This design comes from an exercise in tuning for small area and a short achievable clock period on the open sky130 flow, not from production work. RTL that was checked went through simulation tests only; none was proved equivalent to the original.

// Correlation_32
module Correlation_32(
    input [31:0] Num_1,
    input [31:0] Num_2,
    input [31:0] Num_3,
    input [31:0] Num_4,
    input [31:0] Num_5,
    input [31:0] Num_6,
    input [31:0] Num_7,
    input [31:0] Num_8,
    input [31:0] Num_9,
    input [31:0] Num_10,
    input [31:0] Num_11,
    input [31:0] Num_12,
    input [31:0] Num_13,
    input [31:0] Num_14,
    input [31:0] Num_15,
    input [31:0] Num_16,
    input [31:0] Target_Num,
    input Clock,
    input Reset,
    output reg [3:0] Out_4
    );
==> flow/config.mk <==
export PLATFORM = sky130hd
export DESIGN_NAME = Correlation_32
export DESIGN_NICKNAME = Correlation_32
export VERILOG_FILES = /design/flow/design.v
export SDC_FILE = /design/flow/constraint.sdc
export NUM_CORES = 4
export LEC_CHECK = 0
export CAP_MARGIN = 20
export CORE_MARGIN = 2
export CORE_UTILIZATION = 40
export SLEW_MARGIN = 20
export SYNTH_HIERARCHICAL = 1
export SYNTH_MINIMUM_KEEP_SIZE = 0
==> flow/constraint.sdc <==
create_clock -name core_clock -period 50.0 [get_ports {Clock}]
set_input_delay 10.0000 -clock core_clock [delete_from_list [all_inputs] [get_ports {Clock}]]
set_output_delay 10.0000 -clock core_clock [all_outputs]
set_load 0.01 [all_outputs]
standard.sh (not shown) runs the stock make flow with config.mk's settings and CLKGATE_MAP_FILE= SYNTH_SCRIPT=/design/flow/synth_recipe.tcl, a recipe that flattens the netlist after the stock synthesis.
==> flow/flow/run.sh <==
#!/bin/bash
# Standard ORFS layout (the standard.sh), with the port buffers made from the
# smallest buffer cell, and timing repair aiming for 32 ns of setup slack.
set -euo pipefail
export BUFFER_PORTS_ARGS="-buffer_cell sky130_fd_sc_hd__buf_1"
export SETUP_SLACK_MARGIN=32
bash standard.sh > standard.log 2>&1
The first run went through all stages and came out clean.
==> next run, changes <==
==> flow/flow/run.sh (replaced) <==
#!/bin/bash
# Standard ORFS layout (the standard.sh), with the port buffers made from the
# smallest buffer cell, and timing repair aiming for 33 ns of setup slack.
set -euo pipefail
export BUFFER_PORTS_ARGS="-buffer_cell sky130_fd_sc_hd__buf_1"
export SETUP_SLACK_MARGIN=33
bash standard.sh > standard.log 2>&1
=> Via count climbs by a few percent; worst setup slack gets better by 420 ps; sequential cell count stays the same; core utilization climbs by 4.7 points; cell area climbs by roughly a tenth; hold slack gets worse by 3.5 ps.


Setup of harbor:
Correlation_32, a different RTL version from the one above (not shown whole).
Size in the first run: ~1500 cells after synthesis, roughly 550 I/O pins, about 0.018 mm^2 of cells after synthesis.
Settings: LEC_CHECK=0, CAP_MARGIN=20, CORE_MARGIN=2, CORE_UTILIZATION=60, CTS_BUF_LIST=sky130_fd_sc_hd__clkbuf_2, SLEW_MARGIN=20, SYNTH_HIERARCHICAL=1, SYNTH_MINIMUM_KEEP_SIZE=0; clock period 50.0 ns.
==> flow/flow/run.sh <==
#!/bin/bash
# Standard ORFS layout (the standard.sh), with the port buffers made from the
# smallest buffer cell, and timing repair aiming for 32.8 ns of setup slack.
set -euo pipefail
export BUFFER_PORTS_ARGS="-buffer_cell sky130_fd_sc_hd__buf_1"
export SETUP_SLACK_MARGIN=32.8
bash standard.sh > standard.log 2>&1
harbor: all stages complete, timing, DRC and antenna checks passed
Here is what was changed in the inputs of quartz compared with harbor.
==> flow/flow/run.sh <==
#!/bin/bash
# Standard ORFS layout (the standard.sh), with the port buffers made from the
# smallest buffer cell, and timing repair aiming for 32.5 ns of setup slack.
set -euo pipefail
export BUFFER_PORTS_ARGS="-buffer_cell sky130_fd_sc_hd__buf_1"
export SETUP_SLACK_MARGIN=32.5
bash standard.sh > standard.log 2>&1
## What came out
In the flow results for quartz and harbor, the met1 layer wirelength in the final routing is larger on quartz. Going from harbor to quartz, the design area was found to have gone down by 0.57%. [compare] base=harbor new=quartz: fraction of the core area covered by cells at the end of the flow fell by 0.40 points, area overhead of the layout relative to synthesis fell by 0.65 points.
Function was not checked in any run of this note: the RTL went through the layout flow alone.

-- port drivers added, routing unchanged --
Ports are ideal in the flow. The routed layouts listed here were re-timed in OpenROAD.
Step 1 sets driving cells, clkbuf_16 on the clock port and buf_2 on the other inputs (assumed; they add their load-dependent delay and slew).
Step 2 times the ports against the registers' clock, not the clock port: input delays grow and output delays shrink by t, the midpoint of the rising clock arrivals with the driver on.
Three values: no drivers, after step 1, after step 2; two values: the first two.
run	t, ns	slack for setup (ns)	hold slack, ns	slew at the worst register clock pin (ns)	cell pins on the clock port's net
the first run of note 1	0.274	32.230 / 32.260 / 31.986	9.691 / 9.680 / 9.954	0.03 / 0.03	1
the second run of note 1	0.270	32.654 / 32.534 / 32.264	9.687 / 9.677 / 9.947	0.03 / 0.03	1
harbor	0.233	32.950 / 32.947 / 32.714	9.674 / 9.668 / 9.901	0.05 / 0.05	1
quartz	0.234	32.703 / 32.709 / 32.474	9.676 / 9.670 / 9.904	0.05 / 0.05	1
After both steps every run listed still meets setup and hold. The setup slack of the second run of note 1, which loses most, moves by -0.120 ns with the drivers and by -0.390 ns with both steps.
